From an optimization exercise on the open Yosys and OpenROAD flow, aimed at small area; shortcuts taken in it are not production practice.
RTL that was checked went through simulation tests only; none was proved equivalent to the original.
No activity file was given, so power comes from the tool's default toggle rates.

Setup of the reference run:
Design fpga_top, start of the top module:
module fpga_top (
output tx_R19,
output tx_T11,
output tx_T10,
output tx_T12,
output tx_U12,
output tx_U13,
output tx_V13,
output tx_V12,
output tx_W13,
output tx_T14,
output tx_T15,
output tx_P14,
output tx_R14,
output tx_Y16,
output tx_Y17,
output tx_W14,
output tx_Y14,
output tx_T16,
output tx_U17,
output tx_V15,
output tx_W15,
output tx_U14,
output tx_U15,
output tx_U18,
output tx_U19,
output tx_P19,
output tx_N20,
output tx_P20,
output tx_T20,
output tx_U20,
output tx_V20,
output tx_W20,
output tx_Y18,
output tx_Y19,
output tx_V16,
output tx_W16,
output tx_R16,
output tx_R17,
output tx_T17,
output tx_R18,
output tx_V17,
output tx_V18,
output tx_W18,
output tx_W19,
output tx_N17,
output tx_P18,
output tx_P15,
output tx_P16,
output tx_T19,
output tx_G14,
output tx_C20,
output tx_B20,
output tx_B19,
output tx_A20,
output tx_E17,
output tx_D18,
output tx_D19,
output tx_D20,
output tx_E18,
output tx_E19,
output tx_F16,
output tx_F17,
output tx_M19,
output tx_M20,
output tx_M17,
output tx_M18,
output tx_L19,
output tx_L20,
output tx_K19,
output tx_J19,
output tx_L16,
output tx_L17,
output tx_K17,
output tx_K18,
output tx_H16,
output tx_H17,
output tx_J18,
output tx_H18,
output tx_F19,
output tx_F20,
output tx_G17,
output tx_G18,
output tx_J20,
output tx_H20,
output tx_G19,
output tx_G20,
output tx_H15,
output tx_G15,
output tx_K14,
output tx_J14,
output tx_N15,
output tx_N16,
output tx_L14,
output tx_L15,
output tx_M14,
output tx_M15,
output tx_K16,
output tx_J16,
output tx_J15,
input clk,
input rst_n );
For scale: ~890 cells after synthesis, ~8600 um2 of cells after synthesis.
==> module beacon_engine, before the edit <==
module beacon_engine (
    input  clk,
    input  rst_n,
    output nfeed,      
    output reg ld,     
    output reg hold,   
    output reg en      
);
reg  [8:0] w;               
reg  [4:0] j;               
reg  [12:0] lo;
reg  [4:0] hi;
reg        cy;
reg        first;           
reg        wrap;            
wire tk = ld;               
wire sw = ~w[8] & ~w[7] & (w[6:0] != 7'd0) & (w[6:0] <= 7'd99);    
wire adv = tk & (j == 5'd16);    
wire [4:0] ht = hi + {4'd0, cy};
wire [17:0] e = {ht, lo};
reg  [17:0] op;
always @(*) begin
  if (sw) op = 18'd390;
  else if (adv) op = wrap ? 18'h2_028D : 18'h3_892E;
  else if (tk) op = 18'h3_692E;
  else op = 18'd0;
end
wire [13:0] c;
wire [12:0] lo_n;
assign c[0] = 1'b0;
genvar i;
generate for (i = 0; i < 13; i = i + 1) begin : g_add
  assign lo_n[i] = lo[i] ^ op[i] ^ c[i];
  assign c[i+1] = (lo[i] & op[i]) | (c[i] & (lo[i] ^ op[i]));
end endgenerate
wire last = (w == 9'd1);
always @(posedge clk or negedge rst_n)
  if (!rst_n) begin
    w <= 9'd151; j <= 5'd25; lo <= 13'h0B3D; hi <= 5'h1B; cy <= 1'b0;
    first <= 1'b1; en <= 1'b0; wrap <= 1'b0;
    ld <= 1'b0; hold <= 1'b1;
  end else begin
    if (tk) begin
      w <= (j == 5'd25) ? 9'd379 : 9'd433;
      j <= (j == 5'd25) ? 5'd7 : j + 5'd1;
    end else
      w <= w - 9'd1;
    lo <= lo_n;
    hi <= hi + op[17:13] + {4'd0, cy};
    cy <= c[13];
    wrap <= ~ht[4] & ((ht[3] & ht[2]) | ((ht[3:0] == 4'd11) & (lo >= 13'h51B)));
    if (adv && wrap) first <= 1'b0;
    if (tk) en <= 1'b1;
    ld <= last;
    hold <= ~last;
  end
beacon_chars u_chars (.k(w[6:0]), .j(j), .e(e), .first(first), .nfeed(nfeed));
endmodule
export LEC_CHECK = 0
export CAP_MARGIN = 20
export CORE_MARGIN = 2
export CORE_UTILIZATION = 40
export SLEW_MARGIN = 20
create_clock -name core_clock -period 6.0 [get_ports {clk}]
standard.sh (not shown) runs the stock make flow with config.mk's settings and CLKGATE_MAP_FILE= SYNTH_SCRIPT=/design/flow/synth_recipe.tcl, a recipe that flattens the netlist after the stock synthesis.
==> flow/flow/run.sh <==
#!/bin/bash
# Standard ORFS layout with small port buffers and a small clock tree.
set -o pipefail
bash standard.sh \
  ABC_AREA=1 CORE_UTILIZATION=65 PLACE_DENSITY=0.75 \
  BUFFER_PORTS_ARGS="-buffer_cell sky130_fd_sc_hd__buf_1" \
  CTS_ARGS="-sink_clustering_enable -repair_clock_nets -dont_use_dummy_load -sink_clustering_size 10 -sink_clustering_max_diameter 40 -buf_list {sky130_fd_sc_hd__clkbuf_4}" \
  finish > flow.log 2>&1
Here is what was changed in the inputs of the trial run compared with the reference run.
-- flow/design.v --
<<< the reference run, line 610
reg        cy;
reg        first;           
reg        wrap;            
wire tk = ld;               
wire sw = ~w[8] & ~w[7] & (w[6:0] != 7'd0) & (w[6:0] <= 7'd99);    
wire adv = tk & (j == 5'd16);    
wire [4:0] ht = hi + {4'd0, cy};
wire [17:0] e = {ht, lo};
>>> the trial run, line 610
reg        cy;
reg        first;           
reg        sw;              
reg        adv;             
reg        wrap;            
wire last = (w == 9'd1);
wire tk = ld;               
wire [4:0] ht = hi + {4'd0, cy};
wire [17:0] e = {ht, lo};
<<< the reference run, line 631
  assign c[i+1] = (lo[i] & op[i]) | (c[i] & (lo[i] ^ op[i]));
end endgenerate
wire last = (w == 9'd1);
always @(posedge clk or negedge rst_n)
  if (!rst_n) begin
    w <= 9'd151; j <= 5'd25; lo <= 13'h0B3D; hi <= 5'h1B; cy <= 1'b0;
    first <= 1'b1; en <= 1'b0; wrap <= 1'b0;
    ld <= 1'b0; hold <= 1'b1;
  end else begin
>>> the trial run, line 632
  assign c[i+1] = (lo[i] & op[i]) | (c[i] & (lo[i] ^ op[i]));
end endgenerate
always @(posedge clk or negedge rst_n)
  if (!rst_n) begin
    w <= 9'd151; j <= 5'd25; lo <= 13'h0B3D; hi <= 5'h1B; cy <= 1'b0;
    first <= 1'b1; en <= 1'b0; sw <= 1'b0; adv <= 1'b0; wrap <= 1'b0;
    ld <= 1'b0; hold <= 1'b1;
  end else begin
<<< the reference run, line 646
    hi <= hi + op[17:13] + {4'd0, cy};
    cy <= c[13];
    wrap <= ~ht[4] & ((ht[3] & ht[2]) | ((ht[3:0] == 4'd11) & (lo >= 13'h51B)));
    if (adv && wrap) first <= 1'b0;
>>> the trial run, line 646
    hi <= hi + op[17:13] + {4'd0, cy};
    cy <= c[13];
    if (w == 9'd100) sw <= 1'b1;
    else if (last) sw <= 1'b0;
    adv <= last & (j == 5'd16);
    wrap <= ~ht[4] & ((ht[3] & ht[2]) | ((ht[3:0] == 4'd11) & (lo >= 13'h51B)));
    if (adv && wrap) first <= 1'b0;
Findings:
Timing, DRC, antenna: 0 failures across the trial run and the reference run
Between the trial run and the reference run, the delay of the slowest cell on the worst path figures differ only marginally.
Per the comparison of the trial run with the reference run, net switching power fell by 3.1%, critical path buffer and inverter count has decreased, core utilization went down by 1.0 points, arrival time at the worst endpoint fell 880 ps, synthesized cell count saw a decrease.
Re final instance area: the reference run was higher than the trial run.
Compared with the reference run, in the trial run area added between synthesis and finish -1.5 points, layout filler cell count moved up, net count of the finished layout moved down, final weighted congestion in routability-driven placement fell by about 6.6%, total power decreased by 0.35% relative to the old numbers.
In the trial run the number of sinks on the clock net turned out 0.85% higher than in the reference run.
Function not checked in the reference run: the RTL went through the layout flow alone.

port drivers added, routing unchanged:
In the flow no input, the clock included, has a driving cell. The finished layouts below were timed again as built, in two steps.
Step 1: set_driving_cell puts a clkbuf_16 on clk and a buf_2 on each other input, an assumption about the parent block.
Step 2, shift: input delay + t, output delay - t, t = (earliest + latest rising clock arrival at the registers) / 2. This alone moves slack from input paths to output paths.
Slacks: no drivers / after step 1 / after step 2; pairs: no drivers / after step 1.
| run | t, ns | setup WS [ns] | latest minus earliest clock arrival (ns) | worst register clock-pin slew, ns | pins driven straight from the clock port |
|---|---|---|---|---|---|
| the reference run | 0.673 | 0.301 / 0.301 / 0.301 | 0.059 / 0.059 | 0.11 / 0.11 | 1 |
| the trial run | 0.647 | 1.174 / 1.174 / 1.174 | 0.045 / 0.045 | 0.11 / 0.11 | 1 |
After both steps setup and hold are still met in every run listed.
